From an optimization exercise on the open Yosys and OpenROAD flow, aimed at small area, a short achievable clock period and few clock cycles; shortcuts taken in it are not production practice.
Only simulation tests tie the RTL to the original design; equivalence was not proved.
No activity file was given, so power comes from the tool's default toggle rates.

Setup of red:
Design lab2, start of the top module:
module lab2(
    input clk_i,
    input rst_i,
    input [7:0] a_i,
    input [7:0] b_i,
    input start_i,
    output wire busy_o,
    output wire [3:0] y_bo
);
wire [2:0] y_next;
reg  [2:0] y;
cuberoot cuberoot_inst (.a_i(a_i), .b_i(b_i), .y(y_next));
assign busy_o = 1'b0;
assign y_bo = {1'b0, y};
always @(posedge clk_i)
    if (start_i && !rst_i)
        y <= y_next;
endmodule
==> flow/config.mk <==
export PLATFORM = sky130hd
export DESIGN_NAME = lab2
export DESIGN_NICKNAME = lab2
export VERILOG_FILES = /design/flow/design.v
export SDC_FILE = /design/flow/constraint.sdc
export NUM_CORES = 4
export LEC_CHECK = 0
export CAP_MARGIN = 20
export CORE_AREA = 2 2 60 60
export DIE_AREA = 0 0 62 62
export SETUP_SLACK_MARGIN = 1.5
export SLEW_MARGIN = 20
==> flow/constraint.sdc <==
create_clock -name core_clock -period 5.0 [get_ports {clk_i}]
set_input_delay 1.0000 -clock core_clock [delete_from_list [all_inputs] [get_ports {clk_i}]]
set_output_delay 1.0000 -clock core_clock [all_outputs]
set_load 0.01 [all_outputs]
standard.sh (not shown) runs the stock make flow with config.mk's settings and CLKGATE_MAP_FILE= SYNTH_SCRIPT=/design/flow/synth_recipe.tcl, a recipe that flattens the netlist after the stock synthesis.
==> flow/flow/run.sh <==
#!/bin/bash
# The standard layout, with two changes: synthesis maps the logic with ABC's
# area-oriented &nf mapper (flow/abc.script) instead of ORFS's script, and the
# port buffers are plain buf_1 cells. Everything else, the registers included,
# is the standard synthesis and flow.
set -euo pipefail
work=$PWD
cat > $work/flow_synth.tcl <<EOT
proc abc {args} {
  set i [lsearch -exact \$args -script]
  if {\$i >= 0} { set args [lreplace \$args \$i [expr {\$i + 1}] -script $work/flow/abc.script] }
  yosys abc {*}\$args
}
source $work/synth_recipe.tcl
EOT
bash standard.sh SYNTH_SCRIPT=$work/flow_synth.tcl \
  "BUFFER_PORTS_ARGS=-buffer_cell sky130_fd_sc_hd__buf_1" finish > $work/flow.log 2>&1
==> flow/flow/abc.script <==
&get -n
&dch
&nf -R 1000
&put
topo
buffer -c
upsize
dnsize
The final layout from red, which completed every stage, passed the timing, DRC and antenna checks at the end of the flow.
Testbench counts of red, summed over its fixed seeds: cycles 3,200.
diff inputs: red => blue
Settings: SETUP_SLACK_MARGIN now 3.0, was 1.5.
==> flow/flow/abc.script <==
&get -n
&dch
&nf -R 1000
&put
The total leakage power of blue was inferior to that of red. The group drawing the most power comes out clock in one run and combinational logic in the other, namely in red and blue respectively. Taking red as the reference, in blue routed length per placed instance went up; final weighted congestion of routability-driven global placement picked up an extra 0.38%; clock-pin slew on the worst setup and hold paths stayed essentially flat; sequential fraction of total cell area has decreased.
## Diff of input files: green against blue
Settings: CTS_BUF_LIST newly set to sky130_fd_sc_hd__clkbuf_2; SETUP_SLACK_MARGIN changed from 3.0 to 1.5.
-- flow/flow/abc.script --
<<< blue, line 5
>>> green, line 5
topo
upsize
dnsize
--- outcome ---
NOTE: utilization in green falls short of that of blue
Diff blue -> green | power spent charging and discharging nets | decrease of about 7%
Between blue and green, the share of the clock period used by the worst path after layout is lower for blue.
From blue to green the numbers moved as follows: simple logic cell fraction of the synthesized area went up by 2.1 points, combinational group share of total power went up by 0.2 points, synthesized area went up by 18 um2.
green vs blue: routed metal-1 wirelength down by a few percent
Looking at starting utilization of the core area, green sits 0.53 points above blue.
Non-filler instance count after layout sits lower in green than in blue.
Of the two values seen for highest metal layer used by the detailed router, met3 was produced by blue and met4 by green.
green against blue: largest driver fanout on the critical path now sits at about the same level; worst setup slack after placement moved up.


## sierra
Starting RTL as in the previous note.
clock: 5.0 ns
lec_check: 0
cap_margin: 20
core_area: 2 2 60 60
die_area: 0 0 62 62
setup_slack_margin: 1.5
slew_margin: 20
==> flow/flow/abc.script <==
strash
dch
map -D 1300
topo
upsize -D 1300
dnsize -D 1300
Scripts as last shown in full above: flow/flow/run.sh
sierra: full flow OK, the timing, DRC and antenna checks passed
Testbench counts of sierra, summed over its fixed seeds: cycles 3,200.
Modified inputs, fjord compared to sierra
==> flow/flow/abc.script <==
&get -n
&dch
&nf -R 1000
&put
topo
upsize
dnsize
upsize
dnsize
Notes after the runs:
Taking sierra as the reference, in fjord initial cell density of the core lower; critical path data required time roughly the same; routed wire length lower; fraction of power consumed by sequential logic higher; cell-internal power lower. Looking at first-pass GRT wire length across fjord and sierra, the one that comes out higher is sierra. Compare fjord and sierra | number of inverters outside the clock class in the layout lower: fjord. Clock share of power: fjord and sierra compared, higher one is fjord. Post-DP HPWL for fjord is lower than for sierra. fjord against sierra; power after layout is down by a few percent.
--- input diff fjord..juniper ---
==> flow/flow/abc.script <==
dch
map
topo
upsize
dnsize
==> comparison <==
- Status(juniper) = ERROR, stage = synthesis
--- input diff juniper..xenon ---
==> flow/flow/abc.script <==
&get -n
&dch
&nf -R 40
&put
Findings:
The flow did not stop early for xenon: all stages ran, and the layout cleared the timing, DRC and antenna checks.
Status: juniper FAILED at synthesis (tool error)


v9:
The RTL this note starts from:
==> flow/design.v <==
`timescale 1ns / 1ps
module mul;
endmodule
`timescale 1ns / 1ps
module cuberoot(input [7:0] a_i, input [7:0] b_i, output [2:0] y);
wire n1;
wire n2;
wire n3;
wire n4;
wire n5;
wire n6;
wire n7;
wire n8;
wire n9;
wire n10;
wire n11;
wire n12;
wire n13;
wire n14;
wire n15;
wire n16;
wire n17;
wire n18;
wire n19;
wire n20;
wire n21;
wire n22;
wire n23;
wire n24;
wire n25;
wire n26;
wire n27;
wire n28;
wire n29;
wire n30;
wire n31;
wire n32;
wire n33;
wire n34;
wire n35;
wire n36;
wire n37;
wire n38;
wire n39;
wire n40;
wire n41;
wire n42;
wire n43;
wire n44;
wire n45;
wire n46;
wire n47;
wire n48;
wire n49;
wire n50;
wire n51;
wire n52;
wire n53;
wire n54;
wire n55;
wire n56;
wire n57;
wire n58;
wire n59;
wire n60;
wire n61;
wire n62;
wire n63;
wire n64;
wire n65;
wire n66;
wire n67;
wire n68;
wire n69;
wire n70;
wire n71;
wire n72;
wire n73;
wire n74;
wire n75;
wire n76;
wire n77;
wire n78;
wire n79;
wire n80;
wire n81;
wire n82;
wire n83;
wire n84;
wire n85;
assign n1 = ~b_i[6] & ~b_i[7];
assign n2 = ~a_i[3] & n1;
assign n3 = a_i[4] & ~n2;
assign n4 = a_i[3] & ~n1;
assign n5 = ~b_i[4] & ~b_i[5];
assign n6 = ~b_i[6] & n5;
assign n7 = b_i[6] & ~b_i[7];
assign n8 = ~n6 & ~n7;
assign n9 = a_i[2] & n8;
assign n10 = ~a_i[2] & ~n8;
assign n11 = ~n9 & ~n10;
assign n12 = ~b_i[2] & ~b_i[3];
assign n13 = ~b_i[4] & n12;
assign n14 = ~b_i[5] & b_i[6];
assign n15 = b_i[7] & ~n14;
assign n16 = n13 & ~n15;
assign n17 = ~b_i[5] & ~b_i[7];
assign n18 = ~b_i[6] & b_i[7];
assign n19 = ~n17 & ~n18;
assign n20 = ~n6 & ~n19;
assign n21 = ~n16 & ~n20;
assign n22 = ~a_i[1] & ~n21;
assign n23 = n11 & ~n22;
assign n24 = a_i[1] & n21;
assign n25 = n13 & ~n17;
assign n26 = ~b_i[4] & ~n6;
assign n27 = ~b_i[0] & ~b_i[1];
assign n28 = ~b_i[2] & n27;
assign n29 = ~b_i[3] & n28;
assign n30 = ~n26 & ~n29;
assign n31 = ~n25 & ~n30;
assign n32 = b_i[3] & ~n28;
assign n33 = b_i[5] & ~b_i[6];
assign n34 = ~n14 & ~n33;
assign n35 = ~n13 & n34;
assign n36 = ~n32 & n35;
assign n37 = ~n31 & ~n36;
assign n38 = ~n15 & ~n37;
assign n39 = b_i[6] & ~n29;
assign n40 = ~b_i[4] & ~n32;
assign n41 = ~n39 & n40;
assign n42 = b_i[5] & ~n41;
assign n43 = b_i[7] & ~n5;
assign n44 = ~n42 & n43;
assign n45 = ~n38 & ~n44;
assign n46 = a_i[0] & n45;
assign n47 = ~n24 & ~n46;
assign n48 = n23 & ~n47;
assign n49 = ~n9 & ~n48;
assign n50 = ~n4 & n49;
assign n51 = n3 & ~n50;
assign n52 = ~n11 & ~n24;
assign n53 = ~n48 & ~n52;
assign n54 = ~a_i[0] & ~n45;
assign n55 = ~n23 & n54;
assign n56 = n53 & ~n55;
assign n57 = ~n51 & ~n56;
assign n58 = ~a_i[4] & ~n4;
assign n59 = ~n3 & n49;
assign n60 = ~n58 & ~n59;
assign n61 = a_i[5] & a_i[6];
assign n62 = n60 & n61;
assign n63 = ~n57 & n62;
assign n64 = ~a_i[7] & ~n63;
assign n65 = ~a_i[5] & ~n60;
assign n66 = a_i[6] & a_i[7];
assign n67 = ~n65 & n66;
assign n68 = ~n64 & ~n67;
assign n69 = a_i[5] & n51;
assign n70 = ~a_i[6] & ~a_i[7];
assign y[2] = ~(~n69 & n70);
assign n71 = ~n11 & ~n22;
assign n72 = ~n54 & n71;
assign n73 = ~n53 & ~n72;
assign n74 = n60 & ~n73;
assign n75 = ~a_i[4] & ~a_i[5];
assign n76 = n2 & n75;
assign n77 = n49 & n76;
assign n78 = ~n74 & ~n77;
assign n79 = ~n11 & n22;
assign n80 = n54 & n79;
assign n81 = ~n78 & ~n80;
assign n82 = ~a_i[5] & ~n51;
assign n83 = ~n81 & n82;
assign n84 = ~y[2] & ~n83;
assign y[0] = ~(~n68 & ~n84);
assign n85 = ~y[2] & ~n77;
assign y[1] = ~(~n67 & ~n85);
endmodule
`timescale 1ns / 1ps
module root;
endmodule
`timescale 1ns / 1ps
module lab2(
    input clk_i,
    input rst_i,
    input [7:0] a_i,
    input [7:0] b_i,
    input start_i,
    output wire busy_o,
    output wire [3:0] y_bo
);
wire [2:0] y_next;
reg  [2:0] y;
cuberoot cuberoot_inst (.a_i(a_i), .b_i(b_i), .y(y_next));
assign busy_o = 1'b0;
assign y_bo = {1'b0, y};
always @(posedge clk_i)
    if (start_i && !rst_i)
        y <= y_next;
endmodule
clock: 5.0 ns
lec_check: 0
cap_margin: 20
core_area: 2 2 60 60
die_area: 0 0 62 62
setup_slack_margin: 1.5
slew_margin: 20
==> flow/flow/abc.script <==
&get -n
&dch
&nf -R 1000
&put
Scripts as last shown in full above: flow/flow/run.sh
Testbench counts of v9, summed over its fixed seeds: cycles 3,200.
--- input diff v9..v30 ---
# v9
export LEC_CHECK = 0
export CAP_MARGIN = 20
export CORE_AREA = 2 2 60 60
export DIE_AREA = 0 0 62 62
export SETUP_SLACK_MARGIN = 1.5
export SLEW_MARGIN = 20
create_clock -name core_clock -period 5.0 [get_ports {clk_i}]
# v30
export LEC_CHECK = 0
export CAP_MARGIN = 20
export CORE_AREA = 2 2 60 60
export DIE_AREA = 0 0 62 62
export SLEW_MARGIN = 20
create_clock -name core_clock -period 5.0 [get_ports {clk_i}]
Findings:
- No stage failed in v30, and the final checks on the layout all came back clean.
- Looking at the reports, v9 completed the entire flow and the layout it produced met the timing, DRC and antenna checks.
- Diff v9..v30 | worst hold slack | negligible
- Cmp v30 and v9 / utilization after layout / lower: v30
- Cmp v30 vs v9: sequential share of layout area higher in v30
- Between v9 and v30, the sequential share of power does not differ in any meaningful way.
- [compare] base=v9 new=v30: total wirelength of the detailed-routed design did not really move; count of clock-buffer cells in the layout barely changed.
- Looking at slack of the critical path, v30 sits below v9.
#### Input delta (v20 over v30)
# v30
export LEC_CHECK = 0
export CAP_MARGIN = 20
export CORE_AREA = 2 2 60 60
export DIE_AREA = 0 0 62 62
export SLEW_MARGIN = 20
create_clock -name core_clock -period 5.0 [get_ports {clk_i}]
# v20
export LEC_CHECK = 0
export CAP_MARGIN = 20
export CORE_AREA = 2 2 60 60
export CTS_CLUSTER_DIAMETER = 200
export CTS_CLUSTER_SIZE = 30
export DIE_AREA = 0 0 62 62
export SETUP_SLACK_MARGIN = 1.5
export SLEW_MARGIN = 20
create_clock -name core_clock -period 5.0 [get_ports {clk_i}]
==> flow/flow/abc.script <==
&get -n
&dch
&nf -R 1000
&put
topo
upsize
dnsize
Notes after the runs:
v30 completed; timing, DRC and antenna clean
The final layout from v20, which completed every stage, passed the timing, DRC and antenna checks at the end of the flow.
v20 vs v30 on worst setup slack: v20 is the higher one.
On via count, v30 loses to v20.
The higher met2 routing resource usage after global routing of v20 and v30 is in v20.
Row average cell area after synthesis: v20 higher / v30 lower
Minimum clock period after layout on v20 is down relative to v30.
From v30 to v20 the numbers moved as follows: total design power grew by 1.3%; signed area change from the synthesized netlist to the final layout went down 1.6 points; synthesized area went up; number of logic stages on the critical path including buffering lost 1.
Input-level comparison between v19 and v20:
# v20
export LEC_CHECK = 0
export CAP_MARGIN = 20
export CORE_AREA = 2 2 60 60
export CTS_CLUSTER_DIAMETER = 200
export CTS_CLUSTER_SIZE = 30
export DIE_AREA = 0 0 62 62
export SETUP_SLACK_MARGIN = 1.5
export SLEW_MARGIN = 20
create_clock -name core_clock -period 5.0 [get_ports {clk_i}]
# v19
export LEC_CHECK = 0
export CAP_MARGIN = 20
export CORE_AREA = 2 2 60 60
export DIE_AREA = 0 0 62 62
export SETUP_SLACK_MARGIN = 1.5
export SLEW_MARGIN = 20
create_clock -name core_clock -period 5.0 [get_ports {clk_i}]
==> flow/flow/run.sh <==
#!/bin/bash
# The standard layout, with three changes: synthesis maps the logic with
# flow/abc.script instead of ORFS's ABC script, the port buffers are plain
# buf_1 cells, and clock tree synthesis uses clkbuf_2 cells without a dummy
# load. Everything else, the registers included, is the standard synthesis
# and flow.
set -euo pipefail
work=$PWD
cat > $work/flow_synth.tcl <<EOT
proc abc {args} {
  set i [lsearch -exact \$args -script]
  if {\$i >= 0} { set args [lreplace \$args \$i [expr {\$i + 1}] -script $work/flow/abc.script] }
  yosys abc {*}\$args
}
source $work/synth_recipe.tcl
EOT
bash standard.sh SYNTH_SCRIPT=$work/flow_synth.tcl \
  "BUFFER_PORTS_ARGS=-buffer_cell sky130_fd_sc_hd__buf_1" \
  "CTS_ARGS=-repair_clock_nets -dont_use_dummy_load -buf_list sky130_fd_sc_hd__clkbuf_2" finish > $work/flow.log 2>&1
[summary]
Compared with v20, v19 shows post-detailed-routing wire length higher by 0.48%.
Per the comparison of v19 with v20, first-pass GRT wire length lower, fmax lower, total routing usage reported by global routing roughly the same, non-clock buffer contribution to total cell area higher.
In v19 the share of total power in the clock network turned out 9.9 points lower than in v20.
| portion of total power attributed to combinational logic | higher: v19 |
Share of the final layout cell area in sequential cells: v20 and v19 compared, higher one is v19
Diff v20 -> v19: share of layout cells above drive strength 1 held steady, layout overhead on the synthesized area shrank by 2.7 points.

static timing again, ports no longer ideal:
The flow's constraints put no driver on any port. The routed layouts listed below were extracted and timed again, unchanged, in two steps.
Step 1 (the two cells are an assumption about what drives the block):
set clk [get_ports {clk_i}]
set_driving_cell -lib_cell sky130_fd_sc_hd__clkbuf_16 $clk
set_driving_cell -lib_cell sky130_fd_sc_hd__buf_2 [delete_from_list [all_inputs] $clk]
Step 2 adds t to the input delays and takes it off the output delays; t is the mean of the earliest and latest rising clock arrival at the registers after step 1. Input paths then give back, and output paths get back, about the clock's delay inside the block.
a / b / c = ideal ports / drivers / drivers and shift; a / b = the first two.
run	shift t [ns]	setup slack, ns	clock arrival spread, ns	slew at the worst register clock pin (ns)	pins driven straight from the clock port
red	0.252	2.008 / 2.002 / 1.751	0.001 / 0.001	0.04 / 0.04	1
blue	0.249	2.071 / 2.055 / 1.806	0.001 / 0.001	0.04 / 0.04	1
green	0.217	2.045 / 2.041 / 1.824	0.004 / 0.004	0.04 / 0.04	1
sierra	0.243	2.167 / 2.161 / 1.918	0.001 / 0.000	0.04 / 0.04	1
fjord	0.246	2.070 / 2.066 / 1.819	0.003 / 0.003	0.04 / 0.04	1
xenon	0.248	1.888 / 1.877 / 1.628	0.004 / 0.005	0.04 / 0.04	1
v9	0.253	1.880 / 1.876 / 1.623	0.003 / 0.003	0.04 / 0.04	1
v30	0.253	1.742 / 1.738 / 1.485	0.002 / 0.002	0.04 / 0.04	1
v20	0.246	2.070 / 2.066 / 1.819	0.003 / 0.003	0.04 / 0.04	1
v19	0.210	2.043 / 2.039 / 1.829	0.015 / 0.015	0.04 / 0.04	1
After both steps every run listed still meets setup and hold. The setup slack of blue, which loses most, moves by -0.016 ns with the drivers and by -0.265 ns with both steps.
